What follows belongs to an exercise in optimizing a design on an open flow for small area, a short achievable clock period and few clock cycles per item; a production flow would make more cautious choices.
Power and IR drop assume default switching activity.

Design madd_pipeline, start of the top module:
module madd_pipeline #(parameter data_width = 16, parameter n_blocks = 256, parameter full_width = 2 * data_width + 8, parameter n_channels = 16)
	(
		input wire clk,
		input wire reset,
		input wire enable,
		input  wire in_valid,
		output wire in_ready,
		output wire out_valid,
		input  wire out_ready,
		input  wire [$clog2(n_blocks) - 1 : 0] block_in,
		output wire [$clog2(n_blocks) - 1 : 0] block_out,
		input wire [4:0] shift,
		input wire shift_disable,
		input wire signedness,
		input wire saturate_disable,
		input wire signed [data_width - 1 : 0] arg_a_in,
		input wire signed [data_width - 1 : 0] arg_b_in,
		input wire signed [data_width - 1 : 0] arg_c_in,
		output wire signed [full_width - 1 : 0] result_out,
		input  wire [ch_addr_w - 1 : 0] dest_in,
		output wire [ch_addr_w - 1 : 0] dest_out,
		input  wire [4 - 1 : 0] commit_id_in,
		output wire [4 - 1 : 0] commit_id_out,
		input wire commit_flag_in,
		output wire commit_flag_out
	);
Size in the first run: ~2,400 cells after synthesis, about 140 I/O pins, roughly 17,000 um2 of cells after synthesis.
clock: 7.5 ns
lec_check: 0
abc_area: 1
cap_margin: 20
core_margin: 2
core_utilization: 40
setup_slack_margin: 2.0
slew_margin: 20
standard.sh (not shown) runs the stock make flow with config.mk's settings and CLKGATE_MAP_FILE= SYNTH_SCRIPT=/design/flow/synth_recipe.tcl, a recipe that flattens the netlist after the stock synthesis.
==> flow/flow/run.sh <==
#!/bin/bash
# Own layout flow: the standard flow (standard.sh, unchanged synthesis),
# with the port buffers that buffer_ports inserts made plain sky130 buffers
# (buffer_ports otherwise picks clkdlybuf4s50_1, a slow 10 um2 delay cell).
# The full output of the flow goes to flow_standard.log in this folder.
set -euo pipefail
cd "$(dirname "$0")/.."
EXTRA=()
if [[ -f flow/extra.mk ]]; then
  while IFS= read -r line; do
    [[ -z "$line" || "$line" == \#* ]] && continue
    EXTRA+=("$line")
  done < flow/extra.mk
fi
bash standard.sh "BUFFER_PORTS_ARGS=-buffer_cell sky130_fd_sc_hd__buf_2" ${EXTRA[@]+"${EXTRA[@]}"} finish > flow_standard.log 2>&1
Edit:
--- a/flow/design.v
+++ b/flow/design.v
@@ -25,23 +25,23 @@
 		input wire commit_flag_in,
 		output wire commit_flag_out
 	);
 	localparam ch_addr_w = $clog2(n_channels);
 	wire [3:0] s4  = ~shift[3:0];
 	wire       big = shift[4];
 	wire [3:0] sa  = (shift_disable | big) ? 4'd0 : s4;
 	wire [16:0] a_ext = {signedness & arg_a_in[15], arg_a_in};
 	wire [16:0] b_ext = {signedness & arg_b_in[15], arg_b_in};
 	wire [33:0] c_ext = {{18{signedness & arg_c_in[15]}}, arg_c_in};
-	wire [33:0] c_sh = c_ext << sa;
-	wire [33:0] rnd  = (sa == 4'd0) ? 34'd0 : (34'd1 << (sa - 4'd1));
-	wire [33:0] crow = big ? 34'd0 : (c_sh | rnd);
+	wire [33:0] c_sh  = c_ext << sa;
+	wire [33:0] rnd   = (sa == 4'd0) ? 34'd0 : (34'd1 << (sa - 4'd1));
+	wire [33:0] crow  = big ? 34'd0 : (c_sh | rnd);
 	wire pp1;
 	wire pp2;
 	wire pp3;
 	wire pp4;
 	wire pp5;
 	wire pp6;
 	wire pp7;
 	wire pp8;
 	wire pp9;
 	wire pp10;
@@ -1059,62 +1059,65 @@
 	assign s493 = c368 ^ s427 ^ c426;
 	assign c494 = (c368 & s427) | (c368 & c426) | (s427 & c426);
 	assign s495 = c370 ^ s429 ^ c428;
 	assign c496 = (c370 & s429) | (c370 & c428) | (s429 & c428);
 	assign s497 = crow[31] ^ c430 ^ s431;
 	assign c498 = (crow[31] & c430) | (crow[31] & s431) | (c430 & s431);
 	assign s499 = crow[32] ^ s433 ^ c432;
 	assign c500 = (crow[32] & s433) | (crow[32] & c432) | (s433 & c432);
 	assign s501 = pp162 ^ c434 ^ crow[33];
 	assign c502 = (pp162 & c434) | (pp162 & crow[33]) | (c434 & crow[33]);
-	wire [33:0] row0 = {s501, c498, s497, s495, s493, s491, c488, c486, s485, s483, s481, c478, c476, c474, c472, c470, c468, c466, c464, c462, c460, c458, c456, c454, c452, c450, c448, c446, c444, c442, c440, c438, c436, crow[0]};
-	wire [33:0] row1 = {c500, s499, c496, c494, c492, c490, s489, s487, c484, c482, c480, s479, s477, s475, s473, s471, s469, s467, s465, s463, s461, s459, s457, s455, s453, s451, s449, s447, s445, s443, s441, s439, s437, s435};
+	wire [33:0] row0 = {s501, s499, s497, s495, s493, s491, c488, c486, s485, s483, s481, c478, c476, c474, c472, c470, c468, c466, c464, c462, c460, c458, c456, c454, c452, c450, c448, c446, c444, c442, c440, c438, c436, crow[0]};
+	wire [33:0] row1 = {c500, c498, c496, c494, c492, c490, s489, s487, c484, c482, c480, s479, s477, s475, s473, s471, s469, s467, s465, s463, s461, s459, s457, s455, s453, s451, s449, s447, s445, s443, s441, s439, s437, s435};
+	wire [10:0] sum_lo = row0[9:0] + row1[9:0];
 	reg        v_q;
 	reg [3:0]  sh_q;
 	reg        big_q, rb_en_q, satd_q, sg_q;
 	reg [15:0] c_q;
 	reg [7:0]  block_q;
 	reg [3:0]  dest_q, cid_q;
 	reg        cf_q;
-	reg [33:0] r0_q;
-	reg [33:0] r1_q;
+	reg [10:0] lo_q;
+	reg [33:10] h0_q;
+	reg [33:10] h1_q;
 	assign in_ready  = ~v_q | out_ready;
 	assign out_valid = v_q;
 	wire take_in  = in_valid & in_ready;
 	wire take_out = v_q & out_ready;
 	always @(posedge clk) begin
 		if (reset)
 			v_q <= 1'b0;
 		else if (enable) begin
 			if (take_in)
 				v_q <= 1'b1;
 			else if (take_out)
 				v_q <= 1'b0;
 		end
 	end
 	always @(posedge clk) begin
 		if (enable & take_in) begin
-			r0_q <= row0;
-			r1_q <= row1;
+			lo_q <= sum_lo;
+			h0_q <= row0[33:10];
+			h1_q <= row1[33:10];
 			sh_q    <= (shift_disable & ~big) ? 4'd0 : s4;
 			big_q   <= big;
 			rb_en_q <= big & ~shift_disable;
 			satd_q  <= saturate_disable;
 			sg_q    <= signedness;
 			c_q     <= arg_c_in;
 			block_q <= block_in;
 			dest_q  <= dest_in;
 			cid_q   <= commit_id_in;
 			cf_q    <= commit_flag_in;
 		end
 	end
-	wire [33:0] x = r0_q + r1_q;
+	wire [33:0] x = {h0_q + h1_q + lo_q[10], lo_q[9:0]};
 	wire signed [33:0] y = $signed(x) >>> sh_q;
 	wire [32:0] xd = x[33:1] ^ x[32:0];
 	reg  [32:0] ovf_mask;
 	integer k;
 	always @(*)
 		for (k = 0; k < 33; k = k + 1)
 			ovf_mask[k] = (k >= 15 + sh_q);
 	wire ovf_y = |(xd & ovf_mask);
 	wire [17:0] c18   = {{2{sg_q & c_q[15]}}, c_q};
 	wire [17:0] c18p  = c18 + 18'd1;
Effect: The changed run went through all stages and came out clean. Design area falls by a few percent. Die area came out lower by a few percent. First-iteration DRC count decreases by a quarter to a third. Setup slack loses 17 ps. Synthesized area came out lower by a few percent. Sequential power is about the same. Global-route usage came out lower by 1.0 points. Core utilization hardly moves. Clock power goes down by a few percent. Total power came out lower slightly. Register-to-register slack gets better by 110 ps. Via count fell by a little under a tenth. Hold slack got worse by 9.1 ps. Sequential share of layout area came out lower by 0.51 points.
No run of this note included a check of the RTL's function; only the layout flow was run.

========
job 101:
Another version of the RTL of madd_pipeline (not shown whole).
For scale: ~100 flip-flops, about 140 I/O pins.
Settings: LEC_CHECK=0, ABC_AREA=1, CAP_MARGIN=20, CORE_MARGIN=2, CORE_UTILIZATION=40, SETUP_SLACK_MARGIN=2.0, SLEW_MARGIN=20; clock period 7.5 ns.
==> flow/flow/run.sh <==
#!/bin/bash
# Own layout flow: the standard flow (standard.sh) with a few extra ORFS
# make variables, read one per line from flow/extra.mk. By default the port
# buffers that buffer_ports inserts are plain buf_2 cells (buffer_ports
# otherwise picks clkdlybuf4s50_1, a slow 10 um2 delay cell).
# The full output of the flow goes to flow_standard.log in this folder; each
# ORFS step keeps its own log under orfs/logs/.
set -euo pipefail
cd "$(dirname "$0")/.."
EXTRA=()
PORTBUF="BUFFER_PORTS_ARGS=-buffer_cell sky130_fd_sc_hd__buf_2"
if [[ -f flow/extra.mk ]]; then
  while IFS= read -r line; do
    [[ -z "$line" || "$line" == \#* ]] && continue
    if [[ "$line" == BUFFER_PORTS_ARGS=* ]]; then PORTBUF="$line"; continue; fi
    EXTRA+=("$line")
  done < flow/extra.mk
fi
bash standard.sh "$PORTBUF" ${EXTRA[@]+"${EXTRA[@]}"} finish > flow_standard.log 2>&1
--- input diff job 101..job 102 ---
--- a/flow/design.v
+++ b/flow/design.v
@@ -1426,21 +1426,19 @@
 	assign xh[21] = fh_p[21] ^ fh_G85;
 	assign xh[22] = fh_p[22] ^ fh_G84;
 	assign xh[23] = fh_p[23] ^ fh_G83;
 	wire fh_cout = fh_G82;
 	wire [33:0] x = {xh, lo_q[9:0]};
 	wire signed [33:0] y = $signed(x) >>> sh_q;
-	wire [17:0] xd = x[33:16] ^ x[32:15];
-	reg  [17:0] suf;
+	wire [32:0] xd = x[33:1] ^ x[32:0];
+	reg  [32:0] ovf_mask;
 	integer k;
-	always @(*) begin
-		suf[17] = xd[17];
-		for (k = 16; k >= 0; k = k - 1)
-			suf[k] = suf[k + 1] | xd[k];
-	end
-	wire ovf_y = suf[sh_q];
+	always @(*)
+		for (k = 0; k < 33; k = k + 1)
+			ovf_mask[k] = (k >= 15 + sh_q);
+	wire ovf_y = |(xd & ovf_mask);
 	wire [17:0] c18   = {{2{sg_q & c_q[15]}}, c_q};
 	wire [17:0] c18p  = c18 + 18'd1;
 	wire [17:0] r_big = (rb_en_q & y[15]) ? c18p : c18;
 	wire ovf_big = ~r_big[17] & (r_big[16] | r_big[15]);
 	wire        neg = big_q ? r_big[17] : x[33];
 	wire        ovf = big_q ? ovf_big : ovf_y;
Findings:
- Looking at the reports, job 102 completed the entire flow and the layout it produced met the timing, design-rule and antenna checks.
- From job 101 to job 102 the numbers moved as follows: area fraction in compound gates after synthesis grew by 0.72 points, transition at the pin with the smallest max-transition slack shrank by 0.20 ns, met1 routing resource usage after global routing moved up, synthesized cell count higher, chip width saw an increase.
- Relative to job 101, the placement row count of job 102 is higher by about 1.4%.
- Relative to job 101, critical path depth decreased by 11 in job 102.
- The area after synthesis of job 102 exceeds that of job 101 by 1.3%.
- Multi-input logic cell count of job 102 exceeds that of job 101 by a few percent.
- Fill cell total of the finished layout (job 102 vs. job 101) increases slightly
No run of this note included a check of the RTL's function; only the layout flow was run.

[re-timing with driven ports]
In the flow no input, the clock included, has a driving cell. The finished layouts below were timed again as built, in two steps.
Step 1 sets driving cells, clkbuf_16 on the clock port and buf_2 on the other inputs (assumed; they add their load-dependent delay and slew).
Step 2, shift: input delay + t, output delay - t, t = (earliest + latest rising clock arrival at the registers) / 2. This alone moves slack from input paths to output paths.
a / b / c = ideal / step 1 / step 2; a / b = the first two.
run | t (ns) | setup slack, ns | worst hold slack (ns)
the first run of note 1 | 0.421 | 2.171 / 2.158 / 1.778 | 0.478 / 0.478 / 0.478
the second run of note 1 | 0.405 | 2.155 / 2.111 / 1.775 | 0.468 / 0.468 / 0.468
job 101 | 0.404 | 2.182 / 2.134 / 1.794 | 0.472 / 0.472 / 0.472
job 102 | 0.400 | 2.127 / 2.130 / 1.729 | 0.492 / 0.492 / 0.492
After both steps setup and hold are still met in every run listed. For job 102, which loses most, drivers alone change the setup slack by +0.003 ns; drivers and shift together by -0.398 ns.
